From an optimization exercise on the open Yosys and OpenROAD flow, aimed at small area; shortcuts taken in it are not production practice. Function was checked by simulation only, so behaviour that the tests miss may differ from the original. Power figures rest on the tool's default switching activity, not on a simulated workload.

==> flow/design.v <==
module dkong_audio (
	input         clk,
	input         rst_n,
	input         dkjr,
	input   [7:0] snd_dat,
	input         decay_n,
	input   [2:0] sw,
	input   [7:0] wav_rom_do,
	output reg [15:0] sound,
	output [18:0] wav_rom_a
);
reg [8:0] cnt;
reg       en;
always @(posedge clk or negedge rst_n) begin
	if (!rst_n) begin
		cnt <= 9'd0;
		en  <= 1'b0;
	end else begin
		en  <= (cnt == 9'd499);
		cnt <= (cnt == 9'd499) ? 9'd0 : cnt + 9'd1;
	end
end
wire last = (cnt == 9'd499);    
reg exp_hit;
always @* begin
	case (count)
      15'd10: exp_hit = 1'b1;
      15'd29: exp_hit = 1'b1;
      15'd48: exp_hit = 1'b1;
      15'd67: exp_hit = 1'b1;
      15'd86: exp_hit = 1'b1;
      15'd105: exp_hit = 1'b1;
      15'd124: exp_hit = 1'b1;
      15'd144: exp_hit = 1'b1;
      15'd163: exp_hit = 1'b1;
      15'd183: exp_hit = 1'b1;
      15'd202: exp_hit = 1'b1;
      15'd222: exp_hit = 1'b1;
      15'd242: exp_hit = 1'b1;
      15'd262: exp_hit = 1'b1;
      15'd282: exp_hit = 1'b1;
      15'd302: exp_hit = 1'b1;
      15'd322: exp_hit = 1'b1;
      15'd342: exp_hit = 1'b1;
      15'd362: exp_hit = 1'b1;
      15'd382: exp_hit = 1'b1;
      15'd403: exp_hit = 1'b1;
      15'd423: exp_hit = 1'b1;
      15'd444: exp_hit = 1'b1;
      15'd465: exp_hit = 1'b1;
      15'd485: exp_hit = 1'b1;
      15'd506: exp_hit = 1'b1;
      15'd527: exp_hit = 1'b1;
      15'd548: exp_hit = 1'b1;
      15'd569: exp_hit = 1'b1;
      15'd591: exp_hit = 1'b1;
      15'd612: exp_hit = 1'b1;
      15'd633: exp_hit = 1'b1;
      15'd655: exp_hit = 1'b1;
      15'd677: exp_hit = 1'b1;
      15'd698: exp_hit = 1'b1;
      15'd720: exp_hit = 1'b1;
      15'd742: exp_hit = 1'b1;
      15'd764: exp_hit = 1'b1;
      15'd786: exp_hit = 1'b1;
      15'd808: exp_hit = 1'b1;
      15'd831: exp_hit = 1'b1;
      15'd853: exp_hit = 1'b1;
      15'd876: exp_hit = 1'b1;
      15'd898: exp_hit = 1'b1;
      15'd921: exp_hit = 1'b1;
      15'd944: exp_hit = 1'b1;
      15'd967: exp_hit = 1'b1;
      15'd990: exp_hit = 1'b1;
      15'd1013: exp_hit = 1'b1;
      15'd1036: exp_hit = 1'b1;
      15'd1060: exp_hit = 1'b1;
      15'd1083: exp_hit = 1'b1;
      15'd1107: exp_hit = 1'b1;
      15'd1131: exp_hit = 1'b1;
      15'd1155: exp_hit = 1'b1;
      15'd1179: exp_hit = 1'b1;
      15'd1203: exp_hit = 1'b1;
      15'd1227: exp_hit = 1'b1;
      15'd1251: exp_hit = 1'b1;
      15'd1276: exp_hit = 1'b1;
      15'd1300: exp_hit = 1'b1;
      15'd1325: exp_hit = 1'b1;
      15'd1350: exp_hit = 1'b1;
      15'd1375: exp_hit = 1'b1;
      15'd1400: exp_hit = 1'b1;
      15'd1425: exp_hit = 1'b1;
      15'd1451: exp_hit = 1'b1;
      15'd1476: exp_hit = 1'b1;
      15'd1502: exp_hit = 1'b1;
      15'd1528: exp_hit = 1'b1;
      15'd1554: exp_hit = 1'b1;
      15'd1580: exp_hit = 1'b1;
      15'd1606: exp_hit = 1'b1;
      15'd1633: exp_hit = 1'b1;
      15'd1659: exp_hit = 1'b1;
      15'd1686: exp_hit = 1'b1;
      15'd1713: exp_hit = 1'b1;
      15'd1740: exp_hit = 1'b1;
      15'd1767: exp_hit = 1'b1;
      15'd1794: exp_hit = 1'b1;
      15'd1821: exp_hit = 1'b1;
      15'd1849: exp_hit = 1'b1;
      15'd1877: exp_hit = 1'b1;
      15'd1905: exp_hit = 1'b1;
      15'd1933: exp_hit = 1'b1;
      15'd1961: exp_hit = 1'b1;
      15'd1989: exp_hit = 1'b1;
      15'd2018: exp_hit = 1'b1;
      15'd2047: exp_hit = 1'b1;
      15'd2076: exp_hit = 1'b1;
      15'd2105: exp_hit = 1'b1;
      15'd2134: exp_hit = 1'b1;
      15'd2163: exp_hit = 1'b1;
      15'd2193: exp_hit = 1'b1;
      15'd2223: exp_hit = 1'b1;
      15'd2253: exp_hit = 1'b1;
      15'd2283: exp_hit = 1'b1;
      15'd2313: exp_hit = 1'b1;
      15'd2344: exp_hit = 1'b1;
      15'd2375: exp_hit = 1'b1;
      15'd2406: exp_hit = 1'b1;
      15'd2437: exp_hit = 1'b1;
      15'd2468: exp_hit = 1'b1;
      15'd2500: exp_hit = 1'b1;
      15'd2532: exp_hit = 1'b1;
      15'd2564: exp_hit = 1'b1;
      15'd2596: exp_hit = 1'b1;
      15'd2628: exp_hit = 1'b1;
      15'd2661: exp_hit = 1'b1;
      15'd2694: exp_hit = 1'b1;
      15'd2727: exp_hit = 1'b1;
      15'd2760: exp_hit = 1'b1;
      15'd2794: exp_hit = 1'b1;
      15'd2828: exp_hit = 1'b1;
      15'd2862: exp_hit = 1'b1;
      15'd2896: exp_hit = 1'b1;
      15'd2930: exp_hit = 1'b1;
      15'd2965: exp_hit = 1'b1;
      15'd3000: exp_hit = 1'b1;
      15'd3036: exp_hit = 1'b1;
      15'd3071: exp_hit = 1'b1;
      15'd3107: exp_hit = 1'b1;
      15'd3143: exp_hit = 1'b1;
      15'd3179: exp_hit = 1'b1;
      15'd3216: exp_hit = 1'b1;
      15'd3253: exp_hit = 1'b1;
      15'd3290: exp_hit = 1'b1;
      15'd3328: exp_hit = 1'b1;
      15'd3365: exp_hit = 1'b1;
      15'd3403: exp_hit = 1'b1;
      15'd3442: exp_hit = 1'b1;
      15'd3481: exp_hit = 1'b1;
      15'd3520: exp_hit = 1'b1;
      15'd3559: exp_hit = 1'b1;
      15'd3599: exp_hit = 1'b1;
      15'd3639: exp_hit = 1'b1;
      15'd3679: exp_hit = 1'b1;
      15'd3720: exp_hit = 1'b1;
      15'd3761: exp_hit = 1'b1;
      15'd3802: exp_hit = 1'b1;
      15'd3844: exp_hit = 1'b1;
      15'd3886: exp_hit = 1'b1;
      15'd3928: exp_hit = 1'b1;
      15'd3971: exp_hit = 1'b1;
      15'd4014: exp_hit = 1'b1;
      15'd4058: exp_hit = 1'b1;
      15'd4102: exp_hit = 1'b1;
      15'd4147: exp_hit = 1'b1;
      15'd4191: exp_hit = 1'b1;
      15'd4237: exp_hit = 1'b1;
      15'd4282: exp_hit = 1'b1;
      15'd4329: exp_hit = 1'b1;
      15'd4375: exp_hit = 1'b1;
      15'd4422: exp_hit = 1'b1;
      15'd4470: exp_hit = 1'b1;
      15'd4518: exp_hit = 1'b1;
      15'd4566: exp_hit = 1'b1;
      15'd4615: exp_hit = 1'b1;
      15'd4665: exp_hit = 1'b1;
      15'd4715: exp_hit = 1'b1;
      15'd4765: exp_hit = 1'b1;
      15'd4816: exp_hit = 1'b1;
      15'd4868: exp_hit = 1'b1;
      15'd4920: exp_hit = 1'b1;
      15'd4973: exp_hit = 1'b1;
      15'd5026: exp_hit = 1'b1;
      15'd5080: exp_hit = 1'b1;
      15'd5135: exp_hit = 1'b1;
      15'd5190: exp_hit = 1'b1;
      15'd5246: exp_hit = 1'b1;
      15'd5302: exp_hit = 1'b1;
      15'd5359: exp_hit = 1'b1;
      15'd5417: exp_hit = 1'b1;
      15'd5476: exp_hit = 1'b1;
      15'd5535: exp_hit = 1'b1;
      15'd5595: exp_hit = 1'b1;
      15'd5656: exp_hit = 1'b1;
      15'd5717: exp_hit = 1'b1;
      15'd5780: exp_hit = 1'b1;
      15'd5843: exp_hit = 1'b1;
      15'd5907: exp_hit = 1'b1;
      15'd5972: exp_hit = 1'b1;
      15'd6037: exp_hit = 1'b1;
      15'd6104: exp_hit = 1'b1;
      15'd6172: exp_hit = 1'b1;
      15'd6240: exp_hit = 1'b1;
      15'd6310: exp_hit = 1'b1;
      15'd6380: exp_hit = 1'b1;
      15'd6452: exp_hit = 1'b1;
      15'd6525: exp_hit = 1'b1;
      15'd6599: exp_hit = 1'b1;
      15'd6674: exp_hit = 1'b1;
      15'd6750: exp_hit = 1'b1;
      15'd6827: exp_hit = 1'b1;
      15'd6906: exp_hit = 1'b1;
      15'd6986: exp_hit = 1'b1;
      15'd7067: exp_hit = 1'b1;
      15'd7150: exp_hit = 1'b1;
      15'd7234: exp_hit = 1'b1;
      15'd7320: exp_hit = 1'b1;
      15'd7407: exp_hit = 1'b1;
      15'd7496: exp_hit = 1'b1;
      15'd7587: exp_hit = 1'b1;
      15'd7679: exp_hit = 1'b1;
      15'd7773: exp_hit = 1'b1;
      15'd7869: exp_hit = 1'b1;
      15'd7967: exp_hit = 1'b1;
      15'd8067: exp_hit = 1'b1;
      15'd8169: exp_hit = 1'b1;
      15'd8274: exp_hit = 1'b1;
      15'd8380: exp_hit = 1'b1;
      15'd8489: exp_hit = 1'b1;
      15'd8601: exp_hit = 1'b1;
      15'd8715: exp_hit = 1'b1;
      15'd8832: exp_hit = 1'b1;
      15'd8952: exp_hit = 1'b1;
      15'd9075: exp_hit = 1'b1;
      15'd9202: exp_hit = 1'b1;
      15'd9331: exp_hit = 1'b1;
      15'd9465: exp_hit = 1'b1;
      15'd9602: exp_hit = 1'b1;
      15'd9743: exp_hit = 1'b1;
      15'd9889: exp_hit = 1'b1;
      15'd10039: exp_hit = 1'b1;
      15'd10193: exp_hit = 1'b1;
      15'd10353: exp_hit = 1'b1;
      15'd10519: exp_hit = 1'b1;
      15'd10690: exp_hit = 1'b1;
      15'd10868: exp_hit = 1'b1;
      15'd11053: exp_hit = 1'b1;
      15'd11245: exp_hit = 1'b1;
      15'd11445: exp_hit = 1'b1;
      15'd11654: exp_hit = 1'b1;
      15'd11872: exp_hit = 1'b1;
      15'd12101: exp_hit = 1'b1;
      15'd12341: exp_hit = 1'b1;
      15'd12593: exp_hit = 1'b1;
      15'd12860: exp_hit = 1'b1;
      15'd13142: exp_hit = 1'b1;
      15'd13443: exp_hit = 1'b1;
      15'd13763: exp_hit = 1'b1;
      15'd14106: exp_hit = 1'b1;
      15'd14475: exp_hit = 1'b1;
      15'd14875: exp_hit = 1'b1;
      15'd15312: exp_hit = 1'b1;
      15'd15792: exp_hit = 1'b1;
      15'd16326: exp_hit = 1'b1;
      15'd16927: exp_hit = 1'b1;
      15'd17614: exp_hit = 1'b1;
      15'd18416: exp_hit = 1'b1;
      15'd19379: exp_hit = 1'b1;
      15'd20585: exp_hit = 1'b1;
      15'd22200: exp_hit = 1'b1;
      15'd24652: exp_hit = 1'b1;
      15'd29926: exp_hit = 1'b1;
      15'd32767: exp_hit = 1'b1;
		default: exp_hit = 1'b0;
	endcase
end
reg [8:0]  dsample;
reg        dpls;
reg [7:0]  expval;
reg [14:0] count;
reg [15:0] dlat;       
always @(posedge clk or negedge rst_n) begin
	if (!rst_n) begin
		dsample <= 9'd0;
		dpls <= 1'b0;
		expval <= 8'd255;
		count <= 15'd0;
		dlat[7:0] <= 8'd0;
	end else begin
		dsample <= dsample + 9'd1;
		dpls <= (dsample == 9'd511);
		if (dpls) begin
			if (!decay_n) begin
				count <= (count == 15'h7FF0) ? 15'h7FF0 : count + 15'd1;
				if (exp_hit)
					expval <= (expval == 8'd0) ? 8'd0 : expval - 8'd1;
			end else begin
				expval <= (expval == 8'd255) ? 8'd255 : expval + 8'd1;
				count <= 15'd0;
			end
			dlat[7:0] <= expval;
		end
	end
end
always @(posedge clk) begin
	if (dpls)
		dlat[15:8] <= {~snd_dat[7], snd_dat[6:0]};
end
reg [11:0] wsample;
reg        wpls;
always @(posedge clk or negedge rst_n) begin
	if (!rst_n) begin
		wsample <= 12'd0;
		wpls <= 1'b0;
	end else begin
		wsample <= (wsample == 12'd2228) ? 12'd0 : wsample + 12'd1;
		wpls <= (wsample == 12'd2228);
	end
end
wire foot_rq = sw[2] & ~dkjr;
wire jump_rq = sw[1] & ~dkjr;
reg old_foot, old_jump, jedge;
reg busy, mj, mf;
reg [14:0] ad;
wire fedge = ~old_foot & foot_rq;
wire trig = (~busy & (jedge | fedge)) | (busy & mf & jedge);
wire [14:0] ad_end = mj ? 15'h2E20 : mf ? 15'h4750 : 15'h1750;
always @(posedge clk or negedge rst_n) begin
	if (!rst_n) begin
		old_foot <= 1'b0;
		old_jump <= 1'b0;
		jedge <= 1'b0;
		busy <= 1'b0;
		mj <= 1'b0;
		mf <= 1'b0;
		ad <= 15'd0;
	end else begin
		old_foot <= foot_rq;
		old_jump <= jump_rq;
		jedge <= ~old_jump & jump_rq;
		if (trig) begin
			busy <= 1'b1;
			mj <= jedge;
			mf <= ~jedge;
			ad <= jedge ? 15'h1000 : 15'h3000;
		end else if (wpls) begin
			if (ad == ad_end)
				busy <= 1'b0;
			else
				ad <= ad + 15'd1;
		end
	end
end
assign wav_rom_a = {4'b0010, ad};
reg [21:0] sqc;
reg        sq_uf;
reg [14:0] s1;
always @(posedge clk or negedge rst_n) begin
	if (!rst_n) begin
		sqc <= 22'd0;
		sq_uf <= 1'b0;
		s1 <= 15'd0;
	end else begin
		sqc <= (sqc < 22'd2637382) ? sqc + 22'd1 : 22'd0;
		if (en) begin
			sq_uf <= (sqc < 22'd1318691);
			if (sq_uf)
				s1 <= (s1 < 15'd16356) ? s1 + 15'd28 : 15'd16384;
			else
				s1 <= (s1 > 15'd28) ? s1 - 15'd28 : 15'd0;
		end
	end
end
reg [12:0] ws;
always @(posedge clk or negedge rst_n) begin
	if (!rst_n)
		ws <= 13'd0;
	else if (en) begin
		if (sw[0])
			ws <= (ws < 13'd6799) ? ws + 13'd27 : 13'd6826;
		else
			ws <= (ws > 13'd27) ? ws - 13'd27 : 13'd0;
	end
end
reg [15:0] c5;
reg [15:0] CH, CG, CF;
reg        first;
reg        uf5;
reg [2:0]  a5;        
wire [16:0] wl5 = {1'b0, CH} + 17'd15179;
always @(posedge clk or negedge rst_n) begin
	if (!rst_n) begin
		c5 <= 16'd0;
		uf5 <= 1'b0;
		a5 <= 3'd0;
		CH <= 16'd14769;
	end else begin
		c5 <= ({1'b0, c5} < wl5) ? c5 + 16'd1 : 16'd0;
		if (cnt == 9'd7 && !first) CH <= CG;
		if (cnt == 9'd8 && !first) CH <= CF;
		if (en) begin
			uf5 <= (c5 < CH);
			case (a5)
				3'd0: a5 <= uf5 ? 3'd1 : 3'd0;
				3'd1: a5 <= uf5 ? 3'd2 : 3'd0;
				3'd2: a5 <= uf5 ? 3'd3 : 3'd1;
				3'd3: a5 <= uf5 ? 3'd3 : 3'd4;
				3'd4: a5 <= uf5 ? 3'd3 : 3'd5;
				3'd5: a5 <= uf5 ? 3'd4 : 3'd0;
				default: a5 <= 3'd0;
			endcase
		end
	end
end
reg [13:0] vsh;
reg [6:0]  rr;
reg [6:0]  dcur;
wire [7:0] dt = {rr, vsh[13]};
wire       dge = dt >= {1'b0, dcur};
wire [7:0] dsub = dt - {1'b0, dcur};
wire [9:0] tl = 10'd256 + vsh[9:0];
wire [6:0] nla = tl[9] ? {1'b1, tl[8:3]} : {1'b0, tl[7:2]};
reg  [8:0] nl;
always @* begin
	case (nla)
      7'd0: nl = 9'd0;
      7'd1: nl = 9'd4;
      7'd2: nl = 9'd7;
      7'd3: nl = 9'd11;
      7'd4: nl = 9'd15;
      7'd5: nl = 9'd19;
      7'd6: nl = 9'd22;
      7'd7: nl = 9'd26;
      7'd8: nl = 9'd30;
      7'd9: nl = 9'd33;
      7'd10: nl = 9'd37;
      7'd11: nl = 9'd40;
      7'd12: nl = 9'd43;
      7'd13: nl = 9'd47;
      7'd14: nl = 9'd50;
      7'd15: nl = 9'd54;
      7'd16: nl = 9'd56;
      7'd17: nl = 9'd60;
      7'd18: nl = 9'd63;
      7'd19: nl = 9'd66;
      7'd20: nl = 9'd69;
      7'd21: nl = 9'd72;
      7'd22: nl = 9'd75;
      7'd23: nl = 9'd78;
      7'd24: nl = 9'd81;
      7'd25: nl = 9'd84;
      7'd26: nl = 9'd87;
      7'd27: nl = 9'd90;
      7'd28: nl = 9'd92;
      7'd29: nl = 9'd95;
      7'd30: nl = 9'd98;
      7'd31: nl = 9'd101;
      7'd32: nl = 9'd103;
      7'd33: nl = 9'd106;
      7'd34: nl = 9'd108;
      7'd35: nl = 9'd111;
      7'd36: nl = 9'd114;
      7'd37: nl = 9'd117;
      7'd38: nl = 9'd119;
      7'd39: nl = 9'd121;
      7'd40: nl = 9'd124;
      7'd41: nl = 9'd126;
      7'd42: nl = 9'd128;
      7'd43: nl = 9'd131;
      7'd44: nl = 9'd133;
      7'd45: nl = 9'd136;
      7'd46: nl = 9'd138;
      7'd47: nl = 9'd140;
      7'd48: nl = 9'd143;
      7'd49: nl = 9'd145;
      7'd50: nl = 9'd147;
      7'd51: nl = 9'd149;
      7'd52: nl = 9'd152;
      7'd53: nl = 9'd154;
      7'd54: nl = 9'd156;
      7'd55: nl = 9'd158;
      7'd56: nl = 9'd160;
      7'd57: nl = 9'd162;
      7'd58: nl = 9'd164;
      7'd59: nl = 9'd167;
      7'd60: nl = 9'd169;
      7'd61: nl = 9'd171;
      7'd62: nl = 9'd173;
      7'd63: nl = 9'd175;
      7'd64: nl = 9'd177;
      7'd65: nl = 9'd181;
      7'd66: nl = 9'd185;
      7'd67: nl = 9'd189;
      7'd68: nl = 9'd192;
      7'd69: nl = 9'd196;
      7'd70: nl = 9'd200;
      7'd71: nl = 9'd203;
      7'd72: nl = 9'd207;
      7'd73: nl = 9'd211;
      7'd74: nl = 9'd214;
      7'd75: nl = 9'd218;
      7'd76: nl = 9'd221;
      7'd77: nl = 9'd224;
      7'd78: nl = 9'd228;
      7'd79: nl = 9'd231;
      7'd80: nl = 9'd234;
      7'd81: nl = 9'd237;
      7'd82: nl = 9'd241;
      7'd83: nl = 9'd243;
      7'd84: nl = 9'd246;
      7'd85: nl = 9'd250;
      7'd86: nl = 9'd252;
      7'd87: nl = 9'd255;
      7'd88: nl = 9'd259;
      7'd89: nl = 9'd262;
      7'd90: nl = 9'd264;
      7'd91: nl = 9'd267;
      7'd92: nl = 9'd270;
      7'd93: nl = 9'd273;
      7'd94: nl = 9'd275;
      7'd95: nl = 9'd278;
      7'd96: nl = 9'd281;
      7'd97: nl = 9'd284;
      7'd98: nl = 9'd286;
      7'd99: nl = 9'd289;
      7'd100: nl = 9'd291;
      7'd101: nl = 9'd294;
      7'd102: nl = 9'd296;
      7'd103: nl = 9'd299;
      7'd104: nl = 9'd301;
      7'd105: nl = 9'd304;
      7'd106: nl = 9'd306;
      7'd107: nl = 9'd309;
      7'd108: nl = 9'd311;
      7'd109: nl = 9'd313;
      7'd110: nl = 9'd316;
      7'd111: nl = 9'd318;
      7'd112: nl = 9'd320;
      7'd113: nl = 9'd323;
      7'd114: nl = 9'd325;
      7'd115: nl = 9'd327;
      7'd116: nl = 9'd329;
      7'd117: nl = 9'd332;
      7'd118: nl = 9'd334;
      7'd119: nl = 9'd336;
      7'd120: nl = 9'd338;
      7'd121: nl = 9'd340;
      7'd122: nl = 9'd342;
      7'd123: nl = 9'd344;
      7'd124: nl = 9'd346;
      7'd125: nl = 9'd348;
      7'd126: nl = 9'd350;
      7'd127: nl = 9'd352;
		default: nl = 9'd0;
	endcase
end
reg signed [20:0] A;
reg [15:0] xr0, xr1, xr2, y0, y1, P, wo, l3, h2, lw2, h1;
reg [13:0] lw1, m, l4;
reg [7:0]  rnd;
wire a5nz = (a5 != 3'd0);
wire l3_pos = ~l3[15] & (l3 != 16'd0);
wire l3_ltm4 = l3[15] & (l3 < 16'hFFFC) & ~first;
reg clr, neg, sh;
reg [4:0] src;
reg wr_x0, wr_y0, wr_y1, wr_P, wr_wo, wr_l3, wr_h2, wr_lw2, wr_h1, wr_lw1, wr_l4, wr_m, wr_CG, wr_CF;
reg lfsr, vload, dload, dstep;
always @* begin
	clr = 0; neg = 0; sh = 0; src = 0;
	wr_x0 = 0; wr_y0 = 0; wr_y1 = 0; wr_P = 0; wr_wo = 0; wr_l3 = 0; wr_h2 = 0; wr_lw2 = 0; wr_h1 = 0; wr_lw1 = 0; wr_l4 = 0; wr_m = 0; wr_CG = 0; wr_CF = 0;
	lfsr = 0; vload = 0; dload = 0; dstep = 0;
	case (cnt)
      9'd1: begin clr = 1; sh = 1; src = xr0[0] ? 5'd9 : 5'd0; end
      9'd2: begin sh = 1; src = xr0[1] ? 5'd9 : 5'd0; end
      9'd3: begin sh = 1; src = xr0[2] ? 5'd9 : 5'd0; end
      9'd4: begin sh = 1; src = xr0[3] ? 5'd9 : 5'd0; end
      9'd5: begin sh = 1; src = xr0[4] ? 5'd9 : 5'd0; end
      9'd6: begin sh = 1; src = xr0[5] ? 5'd9 : 5'd0; end
      9'd7: begin sh = 1; src = xr0[6] ? 5'd9 : 5'd0; end
      9'd8: begin sh = 1; src = xr0[7] ? 5'd9 : 5'd0; end
      9'd9: begin wr_x0 = 1; end
      9'd10: begin clr = 1; neg = 1; src = 5'd10; end
      9'd11: begin neg = 1; src = 5'd12; end
      9'd12: begin src = 5'd13; end
      9'd13: begin neg = 1; sh = 1; src = 5'd14; end
      9'd14: begin neg = 1; sh = 1; src = 5'd11; end
      9'd15: begin sh = 1; src = 5'd14; end
      9'd16: begin neg = 1; src = 5'd10; end
      9'd17: begin neg = 1; src = 5'd12; end
      9'd18: begin sh = 1; src = 5'd13; end
      9'd19: begin neg = 1; src = 5'd11; end
      9'd20: begin sh = 1; src = 5'd13; end
      9'd21: begin neg = 1; src = 5'd10; end
      9'd22: begin neg = 1; sh = 1; src = 5'd12; end
      9'd23: begin neg = 1; src = 5'd11; end
      9'd24: begin sh = 1; src = 5'd14; end
      9'd25: begin sh = 1; end
      9'd26: begin src = 5'd10; end
      9'd27: begin src = 5'd12; end
      9'd28: begin neg = 1; sh = 1; src = 5'd14; end
      9'd29: begin sh = 1; src = 5'd11; end
      9'd30: begin sh = 1; src = 5'd14; end
      9'd31: begin sh = 1; src = 5'd13; end
      9'd32: begin sh = 1; src = 5'd14; end
      9'd33: begin sh = 1; src = 5'd13; end
      9'd34: begin src = 5'd13; end
      9'd35: begin neg = 1; src = 5'd14; end
      9'd36: begin wr_y0 = 1; wr_y1 = 1; end
      9'd37: begin clr = 1; sh = 1; src = 5'd13; end
      9'd38: begin sh = 1; end
      9'd39: begin src = 5'd15; end
      9'd40: begin src = 5'd16; end
      9'd41: begin wr_P = 1; end
      9'd42: begin clr = 1; src = l3_ltm4 ? 5'd1 : 5'd17; end
      9'd43: begin src = l3_ltm4 ? 5'd1 : 5'd17; end
      9'd44: begin sh = 1; src = l3_pos ? 5'd17 : 5'd0; end
      9'd45: begin wr_wo = 1; end
      9'd46: begin clr = 1; neg = 1; src = 5'd18; end
      9'd47: begin sh = 1; src = 5'd17; end
      9'd48: begin sh = 1; end
      9'd49: begin sh = 1; end
      9'd50: begin sh = 1; end
      9'd51: begin sh = 1; end
      9'd52: begin src = 5'd18; end
      9'd53: begin neg = 1; sh = 1; src = 5'd17; end
      9'd54: begin sh = 1; end
      9'd55: begin sh = 1; end
      9'd56: begin sh = 1; end
      9'd57: begin sh = 1; end
      9'd58: begin src = 5'd18; end
      9'd59: begin neg = 1; sh = 1; src = 5'd17; end
      9'd60: begin sh = 1; end
      9'd61: begin sh = 1; end
      9'd62: begin src = 5'd17; end
      9'd63: begin wr_l3 = 1; end
      9'd64: begin clr = 1; neg = 1; src = 5'd18; end
      9'd65: begin neg = 1; src = a5nz ? 5'd20 : 5'd0; end
      9'd66: begin sh = 1; src = 5'd19; end
      9'd67: begin sh = 1; end
      9'd68: begin sh = 1; end
      9'd69: begin sh = 1; end
      9'd70: begin neg = 1; src = 5'd18; end
      9'd71: begin neg = 1; src = a5nz ? 5'd20 : 5'd0; end
      9'd72: begin sh = 1; src = 5'd19; end
      9'd73: begin sh = 1; end
      9'd74: begin sh = 1; end
      9'd75: begin neg = 1; src = 5'd18; end
      9'd76: begin neg = 1; src = a5nz ? 5'd20 : 5'd0; end
      9'd77: begin sh = 1; src = 5'd19; end
      9'd78: begin sh = 1; end
      9'd79: begin sh = 1; end
      9'd80: begin sh = 1; end
      9'd81: begin sh = 1; end
      9'd82: begin sh = 1; end
      9'd83: begin sh = 1; end
      9'd84: begin sh = 1; end
      9'd85: begin sh = 1; end
      9'd86: begin src = 5'd18; end
      9'd87: begin src = a5nz ? 5'd20 : 5'd0; end
      9'd88: begin neg = 1; src = 5'd19; end
      9'd89: begin wr_h2 = 1; end
      9'd90: begin clr = 1; src = a5nz ? 5'd20 : 5'd0; end
      9'd91: begin src = 5'd5; end
      9'd92: begin wr_lw2 = 1; end
      9'd93: begin clr = 1; neg = 1; src = 5'd20; end
      9'd94: begin neg = 1; src = 5'd7; end
      9'd95: begin sh = 1; src = 5'd21; end
      9'd96: begin sh = 1; end
      9'd97: begin src = 5'd20; end
      9'd98: begin src = 5'd7; end
      9'd99: begin neg = 1; sh = 1; src = 5'd21; end
      9'd100: begin sh = 1; end
      9'd101: begin src = 5'd20; end
      9'd102: begin src = 5'd7; end
      9'd103: begin neg = 1; sh = 1; src = 5'd21; end
      9'd104: begin sh = 1; end
      9'd105: begin neg = 1; src = 5'd20; end
      9'd106: begin neg = 1; src = 5'd7; end
      9'd107: begin sh = 1; src = 5'd21; end
      9'd108: begin sh = 1; end
      9'd109: begin sh = 1; end
      9'd110: begin sh = 1; end
      9'd111: begin sh = 1; end
      9'd112: begin sh = 1; end
      9'd113: begin sh = 1; end
      9'd114: begin sh = 1; end
      9'd115: begin sh = 1; end
      9'd116: begin sh = 1; end
      9'd117: begin src = 5'd20; end
      9'd118: begin src = 5'd7; end
      9'd119: begin neg = 1; src = 5'd21; end
      9'd120: begin wr_h1 = 1; end
      9'd121: begin clr = 1; src = 5'd7; end
      9'd122: begin src = 5'd5; end
      9'd123: begin wr_lw1 = 1; lfsr = 1; end
      9'd124: begin clr = 1; neg = 1; src = 5'd22; end
      9'd125: begin sh = 1; src = 5'd23; end
      9'd126: begin sh = 1; end
      9'd127: begin sh = 1; end
      9'd128: begin sh = 1; end
      9'd129: begin neg = 1; src = 5'd22; end
      9'd130: begin sh = 1; src = 5'd23; end
      9'd131: begin sh = 1; end
      9'd132: begin sh = 1; end
      9'd133: begin src = 5'd22; end
      9'd134: begin neg = 1; sh = 1; src = 5'd23; end
      9'd135: begin sh = 1; end
      9'd136: begin sh = 1; end
      9'd137: begin sh = 1; end
      9'd138: begin sh = 1; end
      9'd139: begin sh = 1; end
      9'd140: begin sh = 1; end
      9'd141: begin sh = 1; end
      9'd142: begin sh = 1; end
      9'd143: begin src = 5'd23; end
      9'd144: begin wr_l4 = 1; end
      9'd145: begin clr = 1; src = 5'd7; end
      9'd146: begin neg = 1; sh = 1; src = 5'd8; end
      9'd147: begin sh = 1; end
      9'd148: begin sh = 1; end
      9'd149: begin sh = 1; src = 5'd7; end
      9'd150: begin neg = 1; sh = 1; src = 5'd8; end
      9'd151: begin neg = 1; sh = 1; src = 5'd7; end
      9'd152: begin neg = 1; sh = 1; src = 5'd8; end
      9'd153: begin neg = 1; sh = 1; src = 5'd7; end
      9'd154: begin sh = 1; end
      9'd155: begin neg = 1; sh = 1; src = 5'd8; end
      9'd156: begin sh = 1; src = 5'd7; end
      9'd157: begin neg = 1; sh = 1; src = 5'd8; end
      9'd158: begin neg = 1; sh = 1; src = 5'd7; end
      9'd159: begin sh = 1; src = 5'd8; end
      9'd160: begin sh = 1; end
      9'd161: begin sh = 1; end
      9'd162: begin sh = 1; src = 5'd8; end
      9'd163: begin sh = 1; src = 5'd7; end
      9'd164: begin sh = 1; src = 5'd8; end
      9'd165: begin sh = 1; src = 5'd7; end
      9'd166: begin neg = 1; sh = 1; src = 5'd8; end
      9'd167: begin sh = 1; end
      9'd168: begin sh = 1; end
      9'd169: begin neg = 1; src = 5'd7; end
      9'd170: begin sh = 1; src = 5'd8; end
      9'd171: begin sh = 1; end
      9'd172: begin sh = 1; end
      9'd173: begin neg = 1; src = 5'd7; end
      9'd174: begin sh = 1; src = 5'd8; end
      9'd175: begin sh = 1; end
      9'd176: begin src = 5'd7; end
      9'd177: begin neg = 1; sh = 1; src = 5'd8; end
      9'd178: begin sh = 1; end
      9'd179: begin src = 5'd7; end
      9'd180: begin sh = 1; src = 5'd8; end
      9'd181: begin wr_m = 1; end
      9'd182: begin clr = 1; sh = 1; src = 5'd23; end
      9'd183: begin src = 5'd3; end
      9'd184: begin vload = 1; end
      9'd185: begin dstep = 1; end
      9'd186: begin dstep = 1; end
      9'd187: begin dstep = 1; end
      9'd188: begin dstep = 1; end
      9'd189: begin dstep = 1; end
      9'd190: begin dstep = 1; end
      9'd191: begin dstep = 1; end
      9'd192: begin dstep = 1; end
      9'd193: begin dstep = 1; end
      9'd194: begin dstep = 1; end
      9'd195: begin dstep = 1; end
      9'd196: begin dstep = 1; end
      9'd197: begin dstep = 1; end
      9'd198: begin dstep = 1; end
      9'd199: begin clr = 1; neg = 1; sh = 1; src = 5'd6; end
      9'd200: begin sh = 1; end
      9'd201: begin sh = 1; end
      9'd202: begin sh = 1; src = 5'd6; end
      9'd203: begin sh = 1; end
      9'd204: begin sh = 1; src = 5'd6; end
      9'd205: begin sh = 1; end
      9'd206: begin sh = 1; src = 5'd6; end
      9'd207: begin sh = 1; end
      9'd208: begin neg = 1; sh = 1; src = 5'd6; end
      9'd209: begin sh = 1; end
      9'd210: begin sh = 1; end
      9'd211: begin sh = 1; src = 5'd6; end
      9'd212: begin sh = 1; end
      9'd213: begin sh = 1; end
      9'd214: begin sh = 1; end
      9'd215: begin wr_CG = 1; end
      9'd216: begin clr = 1; src = 5'd2; end
      9'd217: begin neg = 1; sh = 1; src = 5'd23; end
      9'd218: begin src = 5'd4; end
      9'd219: begin sh = 1; end
      9'd220: begin sh = 1; end
      9'd221: begin sh = 1; end
      9'd222: begin sh = 1; end
      9'd223: begin sh = 1; end
      9'd224: begin sh = 1; end
      9'd225: begin sh = 1; end
      9'd226: begin dload = 1; end
      9'd227: begin clr = 1; sh = 1; src = 5'd23; end
      9'd228: begin src = 5'd3; end
      9'd229: begin vload = 1; end
      9'd230: begin dstep = 1; end
      9'd231: begin dstep = 1; end
      9'd232: begin dstep = 1; end
      9'd233: begin dstep = 1; end
      9'd234: begin dstep = 1; end
      9'd235: begin dstep = 1; end
      9'd236: begin dstep = 1; end
      9'd237: begin dstep = 1; end
      9'd238: begin dstep = 1; end
      9'd239: begin dstep = 1; end
      9'd240: begin dstep = 1; end
      9'd241: begin dstep = 1; end
      9'd242: begin dstep = 1; end
      9'd243: begin dstep = 1; end
      9'd244: begin clr = 1; neg = 1; sh = 1; src = 5'd6; end
      9'd245: begin sh = 1; end
      9'd246: begin sh = 1; end
      9'd247: begin sh = 1; src = 5'd6; end
      9'd248: begin sh = 1; end
      9'd249: begin sh = 1; src = 5'd6; end
      9'd250: begin sh = 1; end
      9'd251: begin sh = 1; src = 5'd6; end
      9'd252: begin sh = 1; end
      9'd253: begin neg = 1; sh = 1; src = 5'd6; end
      9'd254: begin sh = 1; end
      9'd255: begin sh = 1; end
      9'd256: begin sh = 1; src = 5'd6; end
      9'd257: begin sh = 1; end
      9'd258: begin sh = 1; end
      9'd259: begin sh = 1; end
      9'd260: begin wr_CF = 1; end
		default: ;
	endcase
end
wire [12:0] t_K5900 = 13'd5900;
wire [13:0] t_K10484 = 14'd10484;
wire [2:0] t_NOISE = {1'b0, rnd[7:6]} - 3'd2;
wire [20:0] t_NLS = {nl, 12'd0};
wire [12:0] t_W = ws;
wire [14:0] t_S1 = s1;
wire [15:0] t_BB = {xr0[15:8], xr0[15:8]};
wire [15:0] t_X0 = xr0;
wire [15:0] t_X1 = xr1;
wire [15:0] t_X2 = xr2;
wire [15:0] t_Y0 = y0;
wire [15:0] t_Y1 = y1;
wire [11:0] t_Y0S4 = y0[15:4];
wire [15:0] t_O = wo;
wire [15:0] t_L3 = l3;
wire [15:0] t_H2 = h2;
wire [15:0] t_LW2 = lw2;
wire [15:0] t_H1 = h1;
wire [13:0] t_LW1 = lw1;
wire [13:0] t_M = m;
wire [13:0] t_L4 = l4;
reg [20:0] opv;
wire [4:0] srcg = (first && src >= 5'd9) ? 5'd0 : src;
always @* begin
	case (srcg)
		5'd0: opv = {20'd0, 1'b0};
		5'd1: opv = {21{1'b1}};
		5'd2: opv = {20'd0, 1'b1};
		5'd3: opv = {8'd0, t_K5900};
		5'd4: opv = {7'd0, t_K10484};
		5'd5: opv = {{18{t_NOISE[2]}}, t_NOISE};
		5'd6: opv = {nl, 12'd0};
		5'd7: opv = {8'd0, t_W};
		5'd8: opv = {6'd0, t_S1};
		5'd9: opv = {{5{t_BB[15]}}, t_BB};
		5'd10: opv = {{5{t_X0[15]}}, t_X0};
		5'd11: opv = {{5{t_X1[15]}}, t_X1};
		5'd12: opv = {{5{t_X2[15]}}, t_X2};
		5'd13: opv = {{5{t_Y0[15]}}, t_Y0};
		5'd14: opv = {{5{t_Y1[15]}}, t_Y1};
		5'd15: opv = {{9{t_Y0S4[11]}}, t_Y0S4};
		5'd16: opv = {{5{t_O[15]}}, t_O};
		5'd17: opv = {{5{t_L3[15]}}, t_L3};
		5'd18: opv = {{5{t_H2[15]}}, t_H2};
		5'd19: opv = {{5{t_LW2[15]}}, t_LW2};
		5'd20: opv = {{5{t_H1[15]}}, t_H1};
		5'd21: opv = {{7{t_LW1[13]}}, t_LW1};
		5'd22: opv = {7'd0, t_M};
		5'd23: opv = {7'd0, t_L4};
		default: opv = 21'd0;
	endcase
end
wire [20:0] base = clr ? 21'd0 : A;
wire [20:0] sum = base + (opv ^ {21{neg}}) + {20'd0, neg};
always @(posedge clk)
	A <= sh ? {sum[20], sum[20:1]} : sum;
always @(posedge clk or negedge rst_n) begin
	if (!rst_n) begin
		first <= 1'b1;
		xr1 <= 16'd0;
		y0 <= 16'd0;
		rnd <= 8'd255;
		dcur <= 7'd81;
	end else begin
		if (last) begin
			first <= 1'b0;
			xr1 <= xr0;
		end
		if (wr_y0) y0 <= {A[20], A[14:0]};
		if (dload) dcur <= A[6:0];
		if (lfsr) rnd <= {rnd[6:5], rnd[4], rnd[3] ^ rnd[7], rnd[2] ^ rnd[7], rnd[1] ^ rnd[7], rnd[0], rnd[7]};
	end
end
always @(posedge clk) begin
	if (rst_n) begin
		if (last) begin
			xr2 <= xr1;
			xr0 <= dlat;
		end
		if (wr_x0) xr0 <= A[15:0];
		if (wr_y0) y1 <= y0;
		if (wr_wo) wo <= A[15:0];
		if (wr_l3) l3 <= A[15:0];
		if (wr_h2) h2 <= A[15:0];
		if (wr_lw2) lw2 <= A[15:0];
		if (wr_h1) h1 <= A[15:0];
		if (wr_lw1) lw1 <= A[13:0];
		if (wr_l4) l4 <= A[13:0];
		if (wr_m) m <= A[13:0];
		if (wr_CG) CG <= A[15:0];
		if (wr_CF) CF <= A[15:0];
	end
end
always @(posedge clk) begin
	if (wr_P) P <= A[15:0];
	if (vload) begin
		vsh <= A[13:0];
		rr <= 7'd0;
	end else if (dstep) begin
		vsh <= {vsh[12:0], dge};
		rr <= dge ? dsub[6:0] : dt[6:0];
	end
end
wire [15:0] wav_term = dkjr ? 16'd0 : {{3{~wav_rom_do[7]}}, wav_rom_do[6:0], 6'b0};
always @(posedge clk)
	if (en)
		sound <= wav_term + P;
endmodule
==> flow/run.sh <==
#!/bin/bash
# synth_recipe.tcl (not shown) runs the flow's synth.tcl, then flattens the netlist and writes it again
# the make line also repeats each setting of config.mk as NAME=value (left out here)
make -C /OpenROAD-flow-scripts/flow DESIGN_CONFIG=/design/flow/config.mk WORK_HOME=/design/flow/orfs CLKGATE_MAP_FILE= SYNTH_SCRIPT=/design/flow/synth_recipe.tcl finish
==> flow/config.mk <==
export PLATFORM = sky130hd
export DESIGN_NAME = dkong_audio
export DESIGN_NICKNAME = dkong_audio
export VERILOG_FILES = /design/flow/design.v
export SDC_FILE = /design/flow/constraint.sdc
export NUM_CORES = 4
export LEC_CHECK = 0
export ABC_AREA = 1
export CAP_MARGIN = 20
export CORE_MARGIN = 2
export CORE_UTILIZATION = 65
export CTS_BUF_LIST = sky130_fd_sc_hd__clkbuf_4 sky130_fd_sc_hd__clkbuf_8
export CTS_CLUSTER_SIZE = 30
export SLEW_MARGIN = 20
==> flow/constraint.sdc <==
create_clock -name core_clock -period 40.0 [get_ports {clk}]
set_input_delay 8.0000 -clock core_clock [delete_from_list [all_inputs] [get_ports {clk}]]
set_output_delay 8.0000 -clock core_clock [all_outputs]
set_load 0.01 [all_outputs]
==> results.ini, run 1 <==
[cts]
cts.clk_slew.worst_paths_ns=0.05
cts.sinks=502
clk_path_buf_depth=3
cts_tree=yes
cts_max_level=3
cts_root_buf=clkbuf_8
numCtsBuffers=80
hold_buffers=0
insertion_delay_ns=0.71
ctsResizeCount=0
post_cts_buffers=0

[floorplan]
core-area_sq_mm=0.0463
start_util_pct=65.5
pin_count=58
dieWidth_microns=220
rows=79
fp.dieH_microns=220
dieArea_sq_mm=0.0484

[critical_path]
slowest_delay_ns=0.66
cp.required_ns=40.54
r2r-start=cnt[3]
ff2ff_path_depth=43
cp_cell_sequence=clkdlybuf4s50_1, nor2_1, nand2_1, nand2_1, clkinv_1, nand2_1, nand3_1, nor2_1, inv_1, nor2_1, inv_1, nor2_1, inv_1, nor2_1, nand4_1, o21ai_0, a21oi_1
start_kind=primary input
critPathLaunch=dkjr
reg2reg_slack_ns=31.04
end_kind=flip-flop
critPathKind=primary input to flip-flop
critPathSlowestCell=clkdlybuf4s50_1
r2r-end=A[19]
crit_arrival_ns=11.46
cpMostUsedCell=nor2_1
path_max_fanout=11

[drt]
vias_per_cell=6.75
drtIter0Drc=5124
ant_nets=0
via_count=30100
firstDrtPassIters=10
drc=0
routedWlPerCell_microns=23.5
wl_microns=105000

[timing]
setup_viol=0
tightestPinTransition_ns=1.24
holdWs_ns=0.414
slew_headroom_pct=15.0
final.setup_skew_ns=0.0512
fmaxAchievable_mhz=91.6
timing.final.crit_share_pct=27.3
tns_ns=0
hold_viol_final=0
drv_slew=0
rsz0062_at_grt=no
period_minus_slack_ns=10.92

[global_routing]
antenna_found_initial=3
grt_max_degree=78
grt_use_total_pct=43.0
grt_overflow=0
grt_pass1_vias=28600
grt_pass1_wl_microns=160000

[run]
max_cap_viol_count=0

[power_and_ir_drop]
irDropWorstVdd_mv=0.0348
leakagePower_nw=14.4
p_per_area_mw_per_mm2=31.9

[synthesis]
yosys.area.top_type=edfxtp_1
postSynth.asyncResetShare_pct=43.4
ys_ff_latch=502
yosysSeqAreaShare_pct=45.3
synth_ff_type=edfxtp_1
synthTopCellsByArea=edfxtp_1 (25%), dfrtp_1 (16%), nand2_1 (8.2%)
syn_area_per_cell_sq_um=8.17
ys_top_cells_by_count=nand2_1 (661), nor2_1 (500), inv_1 (455), o21ai_0 (288), edfxtp_1 (256)
yosysMostFrequentCell=nand2_1
netlist_instances=3708
syn_area_sq_mm=0.0303
synth-edff-count=256
synth_warnings=1
synth_cell_types=72
yosysTopAreaCellShare_pct=25.4

[hold_path]
hold_start=old_jump
holdPathEnd=jedge
hold_path_class=flip-flop to flip-flop
whs_path_depth=1

[finish]
seq_area_sq_mm=0.0137
syn_to_final_growth_pct=9.56
nFillCells=3267
final_core_util_pct=71.8
final_nets=3907
multi_input_area_sq_mm=0.0144
drive_gt1_share_pct=8.73

[placement]
gp_congestion=1.13
io_buffers=53
hpwl_microns=74400

[run_status]
status=complete, no violations

## worst max path at each step
stage,to,slack [ns],depth (start not counted)
after floorplan,l3[0],29.86,2
after global placement,ad[14],28.70,17
after detailed placement,ad[14],28.52,17
after CTS,ad[14],29.15,17
after global routing,ad[14],28.76,17
final,ad[14],29.08,17
## layer usage
| layer | GRT usage (%) | vias up | routed length (microns) |
|---|---|---|---|
| li1 | - | 12900 | - |
| met1 | 53.3 | 13900 | 36200 |
| met2 | 67.0 | 2652 | 46400 |
| met3 | 12.7 | 642 | 14800 |
| met4 | 24.7 | 0 | 7330 |
| met5 | 0 | - | 0 |
## cells in the final DEF, fill, tap and decap left out, types with 20 or more instances in the layout
| cell type | n |
|---|---|
| nand2_1 | 661 |
| nor2_1 | 497 |
| inv_1 | 455 |
| o21ai_0 | 286 |
| edfxtp_1 | 256 |
| dfrtp_1 | 190 |
| a21oi_1 | 187 |
| nand3_1 | 170 |
| ha_1 | 100 |
| xor2_1 | 89 |
| clkbuf_8 | 88 |
| nor3_1 | 82 |
| nand4_1 | 59 |
| clkdlybuf4s50_1 | 52 |
| o22ai_1 | 34 |
| clkbuf_4 | 34 |
| dfxtp_1 | 28 |
| dfstp_2 | 28 |
| nor2_2 | 28 |
| a221oi_1 | 28 |
| nor4_1 | 28 |
| a31oi_1 | 27 |
| buf_4 | 27 |
| a22oi_1 | 23 |
| a211oi_1 | 23 |
| o21ai_1 | 22 |
| inv_2 | 21 |
| o2111ai_1 | 21 |
| o31ai_1 | 20 |
## where the power goes
part,total (mW),switching [mW],internal [mW],leakage [nW]
Sequential,0.566,0.0146,0.551,5.18
Clock,0.468,0.218,0.250,0.904
Combinational,0.0256,0.0163,0.00927,8.32
## cells by family (layout without fill, tap and decap cells)
group / Yosys count / count (layout) / synth area share, %
DFF: 502 / 502 / 45.3
buffers and inverters: 584 / 721 / 7.57
adders and majority gates: 103 / 103 / 4.33
other: 2 / 10 / 0.0248
and+or+nand+nor: 1618 / 1618 / 23.6
muxes: 16 / 16 / 0.595
AOI/OAI and AO/OA: 775 / 775 / 15.4
xor gates and xnor gates: 108 / 108 / 3.12
## cell type report
cell class,count,share of cell area [%]
tap,607,2.29
antenna,6,0.0452
multi-input combinational,2624,43.3
clock buffer,122,4.42
inverter,492,5.58
timing repair buffer,81,2.31
clock inverter,26,0.659
sequential,502,41.4
## critical path, delay by kind of cell
kind	cells	cell delay [ns]
AND/OR/NAND/NOR	10	2.02
buffers and inverters	5	1.21
AO/OA/AOI/OAI	2	0.23
## state kept, by name (all words and copies together), names as in the netlist, 16 cells and up
name   flops
A         21
CF        16
CG        16
CH        16
P         16
c5        16
dlat      16
h1        16
h2        16
l3        16
lw2       16
sound     16
sqc       22
wo        16
xr0       16
xr1       16
xr2       16
y0        16
y1        16
## stage by stage
stage | cell area (sq um) | instances | worst slack [ns] | power, mW
after floorplan | 30300 | 3710 | 29.86 | 0.581
after global placement | 31400 | 4303 | 28.70 | 0.596
after detailed placement | 31400 | 4303 | 28.52 | 0.599
after CTS | 33100 | 4451 | 29.15 | 1.05
after global routing | 33200 | 4456 | 28.76 | 1.08
final | 33200 | 4460 | 29.08 | 1.06
==> inputs of run 2 (changes only) <==
==> flow/config.mk (replaced) <==
export PLATFORM = sky130hd
export DESIGN_NAME = dkong_audio
export DESIGN_NICKNAME = dkong_audio
export VERILOG_FILES = /design/flow/design.v
export SDC_FILE = /design/flow/constraint.sdc
export NUM_CORES = 4
export LEC_CHECK = 0
export CAP_MARGIN = 20
export CORE_MARGIN = 2
export CORE_UTILIZATION = 40
export SLEW_MARGIN = 20
==> results.ini, run 2 <==
[cts]
cts_tree=yes
post_cts_buffers=0  ; unchanged
cts_root_buf=clkbuf_16
hold_buffers=0  ; unchanged
cts.sinks=502  ; unchanged
numCtsBuffers=53  ; -34%
cts_max_level=2  ; -1
cts.clk_slew.worst_paths_ns=0.07  ; +0.02 ns
ctsResizeCount=0  ; unchanged
insertion_delay_ns=0.62  ; -0.09 ns
clk_path_buf_depth=3  ; unchanged

[critical_path]
start_kind=primary input
crit_arrival_ns=10.83  ; -0.63 ns
end_kind=flip-flop
cp.required_ns=40.49  ; -0.05 ns
r2r-end=A[19]
reg2reg_slack_ns=31.14  ; +0.10 ns
ff2ff_path_depth=29  ; -33%
r2r-start=cnt[3]
path_max_fanout=16  ; +5
critPathKind=primary input to flip-flop

[drt]
routedWlPerCell_microns=22.6  ; -3.9%
ant_nets=0  ; unchanged
vias_per_cell=6.17  ; -8.6%
wl_microns=97800  ; -6.6%
drtIter0Drc=3544  ; -31%
drc=0  ; unchanged
via_count=26700  ; -11%
firstDrtPassIters=8  ; -2

[floorplan]
core-area_sq_mm=0.0762  ; +65%
dieArea_sq_mm=0.0795  ; +64%
start_util_pct=40.5  ; -25 points
rows=101  ; +28%
fp.dieH_microns=282  ; +28%
pin_count=58  ; unchanged
dieWidth_microns=282  ; +28%

[global_routing]
grt_use_total_pct=24.3  ; -19 points
grt_max_degree=79  ; +1.3%
grt_pass1_vias=24700  ; -14%
grt_overflow=0  ; unchanged
grt_pass1_wl_microns=151000  ; -5.7%
antenna_found_initial=1  ; -2

[synthesis]
yosys.area.top_type=edfxtp_1
synth_warnings=1  ; unchanged
synth-edff-count=256  ; unchanged
syn_area_per_cell_sq_um=9.32  ; +14%
synth_ff_type=edfxtp_1
yosysMostFrequentCell=nand2_1
netlist_instances=3313  ; -11%
synth_cell_types=117  ; +63%
synthTopCellsByArea=edfxtp_1 (25%), dfrtp_1 (15%), nand2_1 (4.5%)
ys_top_cells_by_count=nand2_1 (372), nor2_1 (287), edfxtp_1 (256), o21ai_0 (210), dfrtp_1 (190)
syn_area_sq_mm=0.0309  ; +1.9%
yosysTopAreaCellShare_pct=24.9  ; -0.48 points
postSynth.asyncResetShare_pct=43.4  ; unchanged
ys_ff_latch=502  ; unchanged
yosysSeqAreaShare_pct=44.5  ; -0.85 points

[run_status]
status=complete, no violations

[finish]
largest_reg_flops=22  ; unchanged
final_cell_mix=nand2_1 (372), nor2_1 (286), edfxtp_1 (256)
nFillCells=7296  ; +120%
regMostFlops=sqc
final_core_util_pct=44.9  ; -27 points
drive_gt1_share_pct=10.3  ; +1.6 points
fin_area_sq_mm=0.0342  ; +3.0%
reg.largest.list=sqc (22), A (21)
layout_commonest_cell=nand2_1
diodes=0  ; -6
final_nets=3385  ; -13%
final_cells=4333  ; -2.8%
syn_to_final_growth_pct=10.8

[timing]
hold_viol_final=0  ; unchanged
slew_headroom_pct=25.5  ; +11 points
period_minus_slack_ns=10.35  ; -0.576 ns
final.setup_skew_ns=0.0286  ; -0.0226 ns
tns_ns=0  ; unchanged
fmaxAchievable_mhz=96.7  ; +5.6%
timing.final.crit_share_pct=25.9  ; -1.4 points
rsz0062_at_grt=no
drv_slew=0  ; unchanged
setup_viol=0  ; unchanged
tightestPinTransition_ns=1.12  ; -0.128 ns

[hold_path]
holdPathEnd=jedge
hold_start=old_jump
whs_path_depth=1  ; unchanged
hold_path_class=flip-flop to flip-flop

[placement]
place_inst=4234  ; -1.6%
hpwl_microns=65900  ; -11%
dpl_cell_area_sq_mm=0.0324  ; +3.0%
io_buffers=53  ; unchanged
gp_congestion=0.993  ; -12%

[power_and_ir_drop]
switching_share_pct=21.7  ; -1.8 points
irDropWorstVdd_mv=0.0346  ; -0.70%
p_total_mw=1.13  ; +6.6%
p_clk_share_pct=46.9  ; +2.7 points
pwr-share-seq_pct=50.5  ; -2.9 points
leakagePower_nw=12.9  ; -11%
p_int_mw=0.884  ; +9.0%
combPwrFrac_pct=2.6  ; +0.2 points
p_per_area_mw_per_mm2=33.0  ; +3.4%
power.switching_mw=0.245  ; -1.4%

[run]
max_cap_viol_count=0  ; unchanged

==> run 2: cell types whose count changed in the layout (fill, tap and decap cells not counted), moves of 41 or more <==
cell / change
o21ai_0: -77
xnor2_1: +50
o22ai_1: +45
nand2_1: -289
buf_4: +43
mux2_2: +59
nand3_1: -41
clkbuf_16: +54
nor2_1: -211
clkbuf_8: -83
inv_1: -362
==> run 2: metrics by stage <==
stage	hold WS (ns)	worst slack, ns
after floorplan	0.378	29.91
after CTS	0.401	29.62
after global placement	0.386	29.04
after global routing	0.426	29.26
after detailed placement	0.392	29.00
final	0.392	29.65
==> run 2: how the worst max path moves through the flow <==
| stage | start | to | slack [ns] | cells after the start |
|---|---|---|---|---|
| after floorplan | rst_n | h1[0] | 29.91 | 2 |
| after global placement | dkjr | ad[12] | 29.04 | 8 |
| after detailed placement | dkjr | ad[12] | 29.00 | 8 |
| after CTS | dkjr | ad[12] | 29.62 | 8 |
| after global routing | dkjr | ad[14] | 29.26 | 9 |
| final | dkjr | ad[12] | 29.65 | 8 |
==> run 2: per-layer routing <==
metal / vias up / wire length (microns) / global-route usage [%]
li1: 12200 / - / -
met1: 12800 / 42500 / 34.8
met2: 1450 / 42100 / 36.2
met3: 272 / 9380 / 4.84
met4: 2 / 3770 / 8.63
met5: - / 16 / 0
==> run 2: power groups by stage <==
stage	clock [mW]	sequential (mW)	combinational, mW
2_1_floorplan	0	0.572	0.0166
3_3_place_gp	0	0.578	0.0296
3_5_place_dp	0	0.579	0.0302
4_1_cts	0.538	0.569	0.0304
5_1_grt	0.562	0.571	0.0338
6_report	0.530	0.570	0.0298
==> run 2: cells by family (layout without fill, tap and decap cells) <==
family | after synthesis | count (layout) | share of synthesized area (%)
buffers and inverters | 332 | 320 | 4.46
DFF | 502 | 502 | 44.5
other | 2 | 4 | 0.0243
and+or+nand+nor | 1222 | 1222 | 19.3
muxes | 113 | 113 | 3.99
xor gates and xnor gates | 142 | 142 | 4.03
adders and majority gates | 104 | 104 | 4.28
AOI/OAI and AO/OA | 896 | 896 | 19.4
==> run 2: area by class of cell <==
| class | instances | area (sq um) | area share (%) |
|---|---|---|---|
| clock buffers | 70 | 1460 | 4.27 |
| clock inverters | 29 | 395 | 1.16 |
| inverters | 98 | 368 | 1.08 |
| multi-input cells | 2481 | 15900 | 46.5 |
| flip-flops and latches | 502 | 13700 | 40.2 |
| well taps | 1030 | 1290 | 3.77 |
| repair buffers | 123 | 1060 | 3.10 |
==> run 2: critical path, cell delays in order <==
cell and delay, ns:
clkdlybuf4s50_1 0.57, nor2b_1 0.21, nor3b_1 0.40, o21a_1 0.50, nand2b_1 0.19, nand4_1 0.28
o21ai_0 0.23, or3b_2 0.46

==> port drivers added, routing unchanged <==
The results above use ideal ports. As a check the final layouts listed here were re-extracted and re-timed, cells and wires unchanged. Step 1 sets driving cells, clkbuf_16 on the clock port and buf_2 on the other inputs (assumed; they add their load-dependent delay and slew). Step 2 adds t to the input delays and takes it off the output delays; t is the mean of the earliest and latest rising clock arrival at the registers after step 1. Input paths then give back, and output paths get back, about the clock's delay inside the block. Slacks: no drivers / after step 1 / after step 2; pairs: no drivers / after step 1.
run | t, ns | setup WS [ns] | worst setup path after step 2
run 1 | 0.745 | 29.077 / 29.117 / 28.372 | input to register
run 2 | 0.667 | 29.654 / 29.700 / 29.032 | input to register
After both steps every run listed still meets setup and hold. For run 1, which loses most, drivers alone change the setup slack by +0.040 ns; drivers and shift together by -0.705 ns.
